This design comes from an exercise in tuning for small area, a short achievable clock period and few clock cycles per item on the open sky130 flow, not from production work.
Where RTL was checked, it was by simulation tests only, not by an equivalence proof against the original.

// cordic
module cordic #(
    parameter int Width = 16
) (
    input  logic             clk_i,
    input  logic             rst_i,
    input  logic             start_cordic_i,
    input  logic [Width-1:0] x0_i,
    input  logic [Width-1:0] y0_i,
    input  logic [Width-1:0] z0_i,
    output logic [Width-1:0] xn_o,
    output logic [Width-1:0] yn_o,
    output logic [Width-1:0] zn_o,
    output logic             done_tick_cordic_o
);
Settings: LEC_CHECK=0, ABC_AREA=1, CAP_MARGIN=20, CORE_MARGIN=2, CORE_UTILIZATION=40, SETUP_SLACK_MARGIN=2.0, SLEW_MARGIN=20; clock period 5.5 ns.
standard.sh (not shown) runs the stock make flow with config.mk's settings and CLKGATE_MAP_FILE= SYNTH_SCRIPT=/design/flow/synth_recipe.tcl, a recipe that flattens the netlist after the stock synthesis.
==> flow/flow/run.sh <==
#!/bin/bash
# The standard layout (the standard.sh, standard synthesis included), with
# one change: the port buffers that placement inserts are the smallest buffer
# cell, sky130_fd_sc_hd__buf_1, instead of the one OpenROAD picks by default.
# Every input and output port still gets its buffer. Full output in standard.log.
set -euo pipefail
export BUFFER_PORTS_ARGS="-buffer_cell sky130_fd_sc_hd__buf_1"
bash standard.sh > standard.log 2>&1
Testbench counts at the start, summed over its fixed seeds: cycles 8,200, items 512.
Next try:
==> flow/flow/run.sh (replaced) <==
#!/bin/bash
# The standard layout (the standard.sh), with two changes:
#  - synthesis maps additions to ordinary logic cells (ADDER_MAP_FILE empty,
#    so Yosys does not extract full/half-adder cells); registers are unchanged;
#  - the port buffers that placement inserts are the smallest buffer cell,
#    sky130_fd_sc_hd__buf_1, instead of the one OpenROAD picks by default.
#    Every input and output port still gets its buffer.
# Full output in standard.log.
set -euo pipefail
export ADDER_MAP_FILE=
export BUFFER_PORTS_ARGS="-buffer_cell sky130_fd_sc_hd__buf_1"
bash standard.sh > standard.log 2>&1
ABC_AREA = not set   (was 1)
SETUP_SLACK_MARGIN = 2.6   (was 2.0)
Result:
- The new run passed the timing, DRC and antenna checks
- wire length came out higher by 54%
- final area came out higher by 37%
- setup slack loses 0.70 ns
- hold slack is better by 0.0054 ns
Next try:
ABC_AREA = 1   (was not set)
Worst setup slack improves by 1.3 ns.
Hold slack degrades by 0.011 ns.
Utilization goes down by 8.4 points.
Area after synthesis falls by 2.0%.
Cell count climbs by 27%.
Count of clock-buffer cells in the layout goes down by 1.
Via count falls by 2.3%.
Next try:
CORE_UTILIZATION = 60   (was 40)
PLACE_DENSITY = 0.8   (was not set)
Result: Global-route usage is higher by 9.4 points; register-to-register slack is about the same; flip-flop and latch count does not change; non-clock buffer count is lower by 3.
Next try:
CORE_UTILIZATION = 40   (was 60)
CTS_BUF_LIST = sky130_fd_sc_hd__clkbuf_8   (was not set)
PLACE_DENSITY = not set   (was 0.8)
Outcome:
- final area rose by 2.2%
- via count fell by 3.1%
- count of clock-buffer cells in the layout rose by 1
- first-iteration DRC count fell by 2.4%
- synthesized area is unchanged
- die area rose by 48%

Another version of the RTL of cordic (not shown whole).
Size in the first run: roughly 58 flip-flops.
Design cordic, start of the top module:
module cordic #(
    parameter int Width = 16
) (
    input  logic             clk_i,
    input  logic             rst_i,
    input  logic             start_cordic_i,
    input  logic [Width-1:0] x0_i,
    input  logic [Width-1:0] y0_i,
    input  logic [Width-1:0] z0_i,
    output logic [Width-1:0] xn_o,
    output logic [Width-1:0] yn_o,
    output logic [Width-1:0] zn_o,
    output logic             done_tick_cordic_o
);
  function automatic logic [15:0] atan(input logic [3:0] i);
    case (i)
      4'd0: atan = 16'h2D00;
      4'd1: atan = 16'h1A91;
      4'd2: atan = 16'h0E09;
      4'd3: atan = 16'h0720;
      4'd4: atan = 16'h0394;
      4'd5: atan = 16'h01CA;
      4'd6: atan = 16'h00E5;
      4'd7: atan = 16'h0073;
      4'd8: atan = 16'h0039;
      4'd9: atan = 16'h001D;
      4'd10: atan = 16'h000E;
      4'd11: atan = 16'h0007;
      4'd12: atan = 16'h0004;
      4'd13: atan = 16'h0002;
      4'd14: atan = 16'h0001;
      default: atan = 16'h0000;
    endcase
  endfunction
  logic [15:0] x_q, y_q, z_q;
  logic        busy_q;   
  logic        done_q;
  logic neg;
  assign neg = z_q[15];
  ...
export LEC_CHECK = 0
export ABC_AREA = 1
export CAP_MARGIN = 20
export CORE_MARGIN = 2
export CORE_UTILIZATION = 40
export SETUP_SLACK_MARGIN = 2.8
export SLEW_MARGIN = 20
create_clock -name core_clock -period 5.5 [get_ports {clk_i}]
run.sh (not shown) runs the stock make flow with config.mk's settings and CLKGATE_MAP_FILE= SYNTH_SCRIPT=/design/flow/synth_recipe.tcl, a recipe that flattens the netlist after the stock synthesis.
Stock flow here: none of the scripts above is used.
The baseline finished clean.
==> next run, changes <==
Settings changed: ABC_AREA 1 to default, SETUP_SLACK_MARGIN 2.8 to 2.0.
What happened:
- clock skew came out higher by 0.0035 ns
- final cell count came out lower by roughly a tenth
- final area came out lower by a few percent
- clock-buffer cell count is unchanged
- via count came out higher by a few percent
- synthesized area came out higher by a few percent
- sequential share of layout area came out higher by 0.43 points
- wire length came out higher by roughly a tenth
- flip-flop and latch count does not change
No run of this note included a check of the RTL's function; only the layout flow was run.

v26:
cordic, a different RTL version from the one above (not shown whole).
Size: roughly 1300 cells after synthesis.
==> flow/config.mk <==
export PLATFORM = sky130hd
export DESIGN_NAME = cordic
export DESIGN_NICKNAME = cordic
export VERILOG_FILES = /design/flow/design.v
export SDC_FILE = /design/flow/constraint.sdc
export NUM_CORES = 4
export LEC_CHECK = 0
export ABC_AREA = 1
export CAP_MARGIN = 20
export CORE_MARGIN = 2
export CORE_UTILIZATION = 60
export SETUP_SLACK_MARGIN = 2.7
export SLEW_MARGIN = 20
==> flow/constraint.sdc <==
create_clock -name core_clock -period 5.5 [get_ports {clk_i}]
set_input_delay 1.1000 -clock core_clock [delete_from_list [all_inputs] [get_ports {clk_i}]]
set_output_delay 1.1000 -clock core_clock [all_outputs]
set_load 0.01 [all_outputs]
standard.sh (not shown) runs the stock make flow with config.mk's settings and CLKGATE_MAP_FILE= SYNTH_SCRIPT=/design/flow/synth_recipe.tcl, a recipe that flattens the netlist after the stock synthesis.
==> flow/flow/run.sh <==
#!/bin/bash
# The standard layout (the standard.sh), with two changes:
#  - synthesis maps additions to ordinary logic cells (ADDER_MAP_FILE empty,
#    so Yosys does not extract full/half-adder cells); registers are unchanged;
#  - the port buffers that placement inserts are the smallest buffer cell,
#    sky130_fd_sc_hd__buf_1, instead of the one OpenROAD picks by default.
#    Every input and output port still gets its buffer.
# Full output in standard.log.
set -euo pipefail
export ADDER_MAP_FILE=
export BUFFER_PORTS_ARGS="-buffer_cell sky130_fd_sc_hd__buf_1"
bash standard.sh > standard.log 2>&1
--- input diff v26..v22 ---
Settings: swapping 2.7 for 2.5 in SETUP_SLACK_MARGIN.
Notes after the runs:
v26 -> v22: wire length of the first global-routing pass flat. v22 vs v26, finished layout cell area went down by about 4.7%. Critical path arrival, v26 and v22, lower one = v26. Summary of v22 over v26: final critical path time including I/O delays and setup rose 0.063 ns, final max-slew violation count held, starting DRC count in detailed routing now sits lower. Compared v22 vs v26, and wire length is down in v22. In terms of worst hold margin, v22 and v26 differ only marginally.
The following lists how v41 was set up differently from v22:
Settings: changing SETUP_SLACK_MARGIN from 2.5 to 2.6.
[summary]
v41: flow completed, timing, DRC and antenna clean. Comparing worst endpoint data arrival time for v22 and v41, the bigger number came from v22. Across both runs, final cycle utilization of the critical path was lower for v41 than for v22. Compared with v22, v41 shows a overall via count from detail_route that is about 1.7% higher. The run with more routed wire is v41, not v22. v41 -> v22: hold slack flat. Final design area excluding fillers in v41 vs v22: up 1.6%.
Function was not checked in any run of this note: the RTL went through the layout flow alone.

## v18
cordic, a different RTL version from the one above (not shown whole).
Size: about 100 I/O pins, about 6100 µm² of cells after synthesis.
==> flow/config.mk <==
export PLATFORM = sky130hd
export DESIGN_NAME = cordic
export DESIGN_NICKNAME = cordic
export VERILOG_FILES = /design/flow/design.v
export SDC_FILE = /design/flow/constraint.sdc
export NUM_CORES = 4
export LEC_CHECK = 0
export ABC_AREA = 1
export CAP_MARGIN = 20
export CORE_MARGIN = 2
export CORE_UTILIZATION = 40
export SETUP_SLACK_MARGIN = 2.4
export SLEW_MARGIN = 20
==> flow/constraint.sdc <==
create_clock -name core_clock -period 5.5 [get_ports {clk_i}]
set_input_delay 1.1000 -clock core_clock [delete_from_list [all_inputs] [get_ports {clk_i}]]
set_output_delay 1.1000 -clock core_clock [all_outputs]
set_load 0.01 [all_outputs]
run.sh (not shown) runs the stock make flow with config.mk's settings and CLKGATE_MAP_FILE= SYNTH_SCRIPT=/design/flow/synth_recipe.tcl, a recipe that flattens the netlist after the stock synthesis.
Stock flow here: none of the scripts above is used.
v18 reached the final stage; the timing, DRC and antenna checks on its layout passed.
Changes in v30 relative to v18:
- SETUP_SLACK_MARGIN now 2.6, was 2.4
==> flow/flow/run.sh (new file) <==
#!/bin/bash
# The standard layout (the standard.sh), with two changes:
#  - synthesis maps additions to ordinary logic cells (ADDER_MAP_FILE empty,
#    so Yosys does not extract full/half-adder cells); registers are unchanged;
#  - the port buffers that placement inserts are the smallest buffer cell,
#    sky130_fd_sc_hd__buf_1, instead of the one OpenROAD picks by default.
#    Every input and output port still gets its buffer.
# Full output in standard.log.
set -euo pipefail
export ADDER_MAP_FILE=
export BUFFER_PORTS_ARGS="-buffer_cell sky130_fd_sc_hd__buf_1"
bash standard.sh > standard.log 2>&1
==> flow/standard.sh (new file) <==
#!/bin/bash
# synth_recipe.tcl (not shown) runs the flow's synth.tcl, then flattens the netlist and writes it again
# the make line also repeats each setting of config.mk as NAME=value (left out here)
make -C /OpenROAD-flow-scripts/flow DESIGN_CONFIG=/design/flow/config.mk WORK_HOME=/design/flow/orfs CLKGATE_MAP_FILE= SYNTH_SCRIPT=/design/flow/synth_recipe.tcl "${@:-finish}"
removed: flow/run.sh
[summary]
- Looking at post-route fraction of the period consumed by the critical path, v30 sits below v18.
- Per the comparison of v30 with v18, total length of routed wires has increased; count of flip-flops with a built-in enable after synthesis has remained practically unchanged; final standard cell count with taps included and fillers excluded has increased.
Changes in v47 relative to v30:
- a change of SETUP_SLACK_MARGIN from 2.6 to 2.0
==> flow/run.sh (new file) <==
#!/bin/bash
# synth_recipe.tcl (not shown) runs the flow's synth.tcl, then flattens the netlist and writes it again
# the make line also repeats each setting of config.mk as NAME=value (left out here)
make -C /OpenROAD-flow-scripts/flow DESIGN_CONFIG=/design/flow/config.mk WORK_HOME=/design/flow/orfs CLKGATE_MAP_FILE= SYNTH_SCRIPT=/design/flow/synth_recipe.tcl finish
removed: flow/flow/run.sh
removed: flow/standard.sh
Results
- v47 ran to completion and came out clean on the timing, DRC and antenna checks.
- Looking at post-layout instance area across both flows, v47 is the stronger of the two, with v30 trailing.
- Going from v30 to v47, area of all sequential standard cells dropped about 1.4%, tapcell count fell by 36.
No functional check of the RTL was part of any run of this note.

== job 8229 ==
cordic with an RTL version that a note above also has.
Size in the first run: ~58 flip-flops, roughly 100 I/O pins, ~6600 um2 of cells after synthesis.
Design cordic, start of the top module:
module cordic #(
    parameter int Width = 16
) (
    input  logic             clk_i,
    input  logic             rst_i,
    input  logic             start_cordic_i,
    input  logic [Width-1:0] x0_i,
    input  logic [Width-1:0] y0_i,
    input  logic [Width-1:0] z0_i,
    output logic [Width-1:0] xn_o,
    output logic [Width-1:0] yn_o,
    output logic [Width-1:0] zn_o,
    output logic             done_tick_cordic_o
);
  function automatic logic [15:0] atan(input logic [3:0] i);
    case (i)
      4'd0: atan = 16'h2D00;
      4'd1: atan = 16'h1A91;
      4'd2: atan = 16'h0E09;
      4'd3: atan = 16'h0720;
      4'd4: atan = 16'h0394;
      4'd5: atan = 16'h01CA;
      4'd6: atan = 16'h00E5;
      4'd7: atan = 16'h0073;
      4'd8: atan = 16'h0039;
      4'd9: atan = 16'h001D;
      4'd10: atan = 16'h000E;
      4'd11: atan = 16'h0007;
      4'd12: atan = 16'h0004;
      4'd13: atan = 16'h0002;
      4'd14: atan = 16'h0001;
      default: atan = 16'h0000;
    endcase
  endfunction
  function automatic logic [15:0] asr(input logic [15:0] v, input int k);
  ...
==> flow/config.mk <==
export PLATFORM = sky130hd
export DESIGN_NAME = cordic
export DESIGN_NICKNAME = cordic
export VERILOG_FILES = /design/flow/design.v
export SDC_FILE = /design/flow/constraint.sdc
export NUM_CORES = 4
export LEC_CHECK = 0
export ABC_AREA = 1
export CAP_MARGIN = 20
export CORE_MARGIN = 2
export CORE_UTILIZATION = 60
export CTS_CLUSTER_DIAMETER = 200
export CTS_CLUSTER_SIZE = 60
export SETUP_SLACK_MARGIN = 2.6
export SLEW_MARGIN = 20
==> flow/constraint.sdc <==
create_clock -name core_clock -period 5.5 [get_ports {clk_i}]
set_input_delay 1.1000 -clock core_clock [delete_from_list [all_inputs] [get_ports {clk_i}]]
set_output_delay 1.1000 -clock core_clock [all_outputs]
set_load 0.01 [all_outputs]
standard.sh (not shown) runs the stock make flow with config.mk's settings and CLKGATE_MAP_FILE= SYNTH_SCRIPT=/design/flow/synth_recipe.tcl, a recipe that flattens the netlist after the stock synthesis.
==> flow/flow/run.sh <==
#!/bin/bash
# The standard layout (the standard.sh), with two changes:
#  - synthesis maps additions to ordinary logic cells (ADDER_MAP_FILE empty,
#    so Yosys does not extract full/half-adder cells); registers are unchanged;
#  - the port buffers that placement inserts are the smallest buffer cell,
#    sky130_fd_sc_hd__buf_1, instead of the one OpenROAD picks by default.
#    Every input and output port still gets its buffer.
# Full output in standard.log.
set -euo pipefail
export ADDER_MAP_FILE=
export BUFFER_PORTS_ARGS="-buffer_cell sky130_fd_sc_hd__buf_1"
bash standard.sh > standard.log 2>&1
Job 8229 finished all stages; the layout is clean.
Testbench counts of job 8229, summed over its fixed seeds: cycles 8,200, items 512.
What job 1562 does differently from job 8229 at the input level:
# job 8229
export LEC_CHECK = 0
export ABC_AREA = 1
export CAP_MARGIN = 20
export CORE_MARGIN = 2
export CORE_UTILIZATION = 60
export CTS_CLUSTER_DIAMETER = 200
export CTS_CLUSTER_SIZE = 60
export SETUP_SLACK_MARGIN = 2.6
export SLEW_MARGIN = 20
create_clock -name core_clock -period 5.5 [get_ports {clk_i}]
# job 1562
export LEC_CHECK = 0
export ABC_AREA = 1
export CAP_MARGIN = 20
export CORE_MARGIN = 2
export CORE_UTILIZATION = 40
export SETUP_SLACK_MARGIN = 3.2
export SLEW_MARGIN = 20
create_clock -name core_clock -period 5.5 [get_ports {clk_i}]
### Flow results
- Of job 8229 and job 1562, job 1562 shows the lower final-layout clock buffer total, with job 8229 above it.
- Standard cell core area, job 1562 vs job 8229: up by more than half
- The lower clock latency of the later-clocked register in the worst-skew pair came out of job 1562.
- Re routing usage on met3: job 1562 is 0.83 points down on job 8229.
- Between job 8229 and job 1562, global routing usage summed across all routing layers decreased.
- Job 1562 vs. job 8229: via count increased 376, final cell count increased 9.5%.
- Relative to job 8229, first-pass GRT wire length increased by about 11% in job 1562.
- Job 1562 vs. job 8229: setup slack went up by 0.12 ns.
> inputs changed (job 1562 -> job 6452)
# job 1562
export LEC_CHECK = 0
export ABC_AREA = 1
export CAP_MARGIN = 20
export CORE_MARGIN = 2
export CORE_UTILIZATION = 40
export SETUP_SLACK_MARGIN = 3.2
export SLEW_MARGIN = 20
create_clock -name core_clock -period 5.5 [get_ports {clk_i}]
# job 6452
export LEC_CHECK = 0
export ABC_AREA = 1
export CAP_MARGIN = 20
export CORE_MARGIN = 2
export CORE_UTILIZATION = 40
export SETUP_SLACK_MARGIN = 2.0
export SLEW_MARGIN = 20
create_clock -name core_clock -period 5.5 [get_ports {clk_i}]
==> flow/run.sh (new file) <==
#!/bin/bash
# synth_recipe.tcl (not shown) runs the flow's synth.tcl, then flattens the netlist and writes it again
# the make line also repeats each setting of config.mk as NAME=value (left out here)
make -C /OpenROAD-flow-scripts/flow DESIGN_CONFIG=/design/flow/config.mk WORK_HOME=/design/flow/orfs CLKGATE_MAP_FILE= SYNTH_SCRIPT=/design/flow/synth_recipe.tcl finish
removed: flow/flow/run.sh
removed: flow/standard.sh
==> comparison <==
- Job 6452 has completed all stages; timing, DRC and antenna checks passed.
- Compared with job 1562, job 6452 degrades final hold slack.
- Maximum frequency from static timing analysis is lower on job 6452
- Sequential share of layout area, job 6452 and job 1562, lower one = job 1562.
- Of job 6452 and job 1562, it is job 6452 that has the higher final period utilization.
- Taking job 1562 as the reference, in job 6452 global-route usage lower; final core area utilization -4.2 points.

-- static timing again, ports no longer ideal --
No port has a modelled driver above. Below, the same layouts with a new extraction and two added sets of constraints. Step 1, drivers: a clkbuf_16 drives clk_i and a buf_2 each remaining input, both assumed. Step 2 also shifts input and output timing later by t, the mid clock arrival at the registers, as if the neighbouring blocks saw the same clock. Three values: no drivers, after step 1, after step 2; two values: the first two.
| run | t, ns | setup WS [ns] | latest minus earliest clock arrival (ns) | pins driven straight from the clock port |
|---|---|---|---|---|
| the first run of note 1 | 0.378 | 2.198 / 2.198 / 2.169 | 0.010 / 0.010 | 1 |
| the second run of note 1 | 0.397 | 1.498 / 1.498 / 1.498 | 0.010 / 0.010 | 1 |
| the third run of note 1 | 0.390 | 2.846 / 2.846 / 2.685 | 0.009 / 0.010 | 1 |
| the fourth run of note 1 | 0.408 | 2.833 / 2.833 / 2.749 | 0.011 / 0.011 | 1 |
| the fifth run of note 1 | 0.411 | 2.827 / 2.827 / 2.677 | 0.010 / 0.010 | 1 |
| the first run of note 2 | 0.384 | 2.441 / 2.441 / 2.441 | 0.006 / 0.007 | 1 |
| the second run of note 2 | 0.381 | 1.923 / 1.923 / 1.923 | 0.010 / 0.010 | 1 |
| v26 | 0.409 | 2.825 / 2.825 / 2.574 | 0.012 / 0.012 | 1 |
| v22 | 0.407 | 2.762 / 2.762 / 2.454 | 0.014 / 0.013 | 1 |
| v41 | 0.408 | 2.822 / 2.822 / 2.447 | 0.013 / 0.012 | 1 |
| v18 | 0.387 | 2.525 / 2.525 / 2.525 | 0.010 / 0.010 | 1 |
| v30 | 0.395 | 2.772 / 2.772 / 2.578 | 0.009 / 0.009 | 1 |
| v47 | 0.390 | 2.249 / 2.249 / 2.249 | 0.011 / 0.011 | 1 |
| job 8229 | 0.413 | 2.781 / 2.781 / 2.750 | 0.010 / 0.010 | 1 |
| job 1562 | 0.395 | 2.902 / 2.902 / 2.902 | 0.010 / 0.010 | 1 |
| job 6452 | 0.377 | 2.201 / 2.201 / 2.201 | 0.006 / 0.006 | 1 |
After both steps every run listed still meets setup and hold. For v41, which loses most, drivers alone change the setup slack by 0.000 ns; drivers and shift together by -0.375 ns.
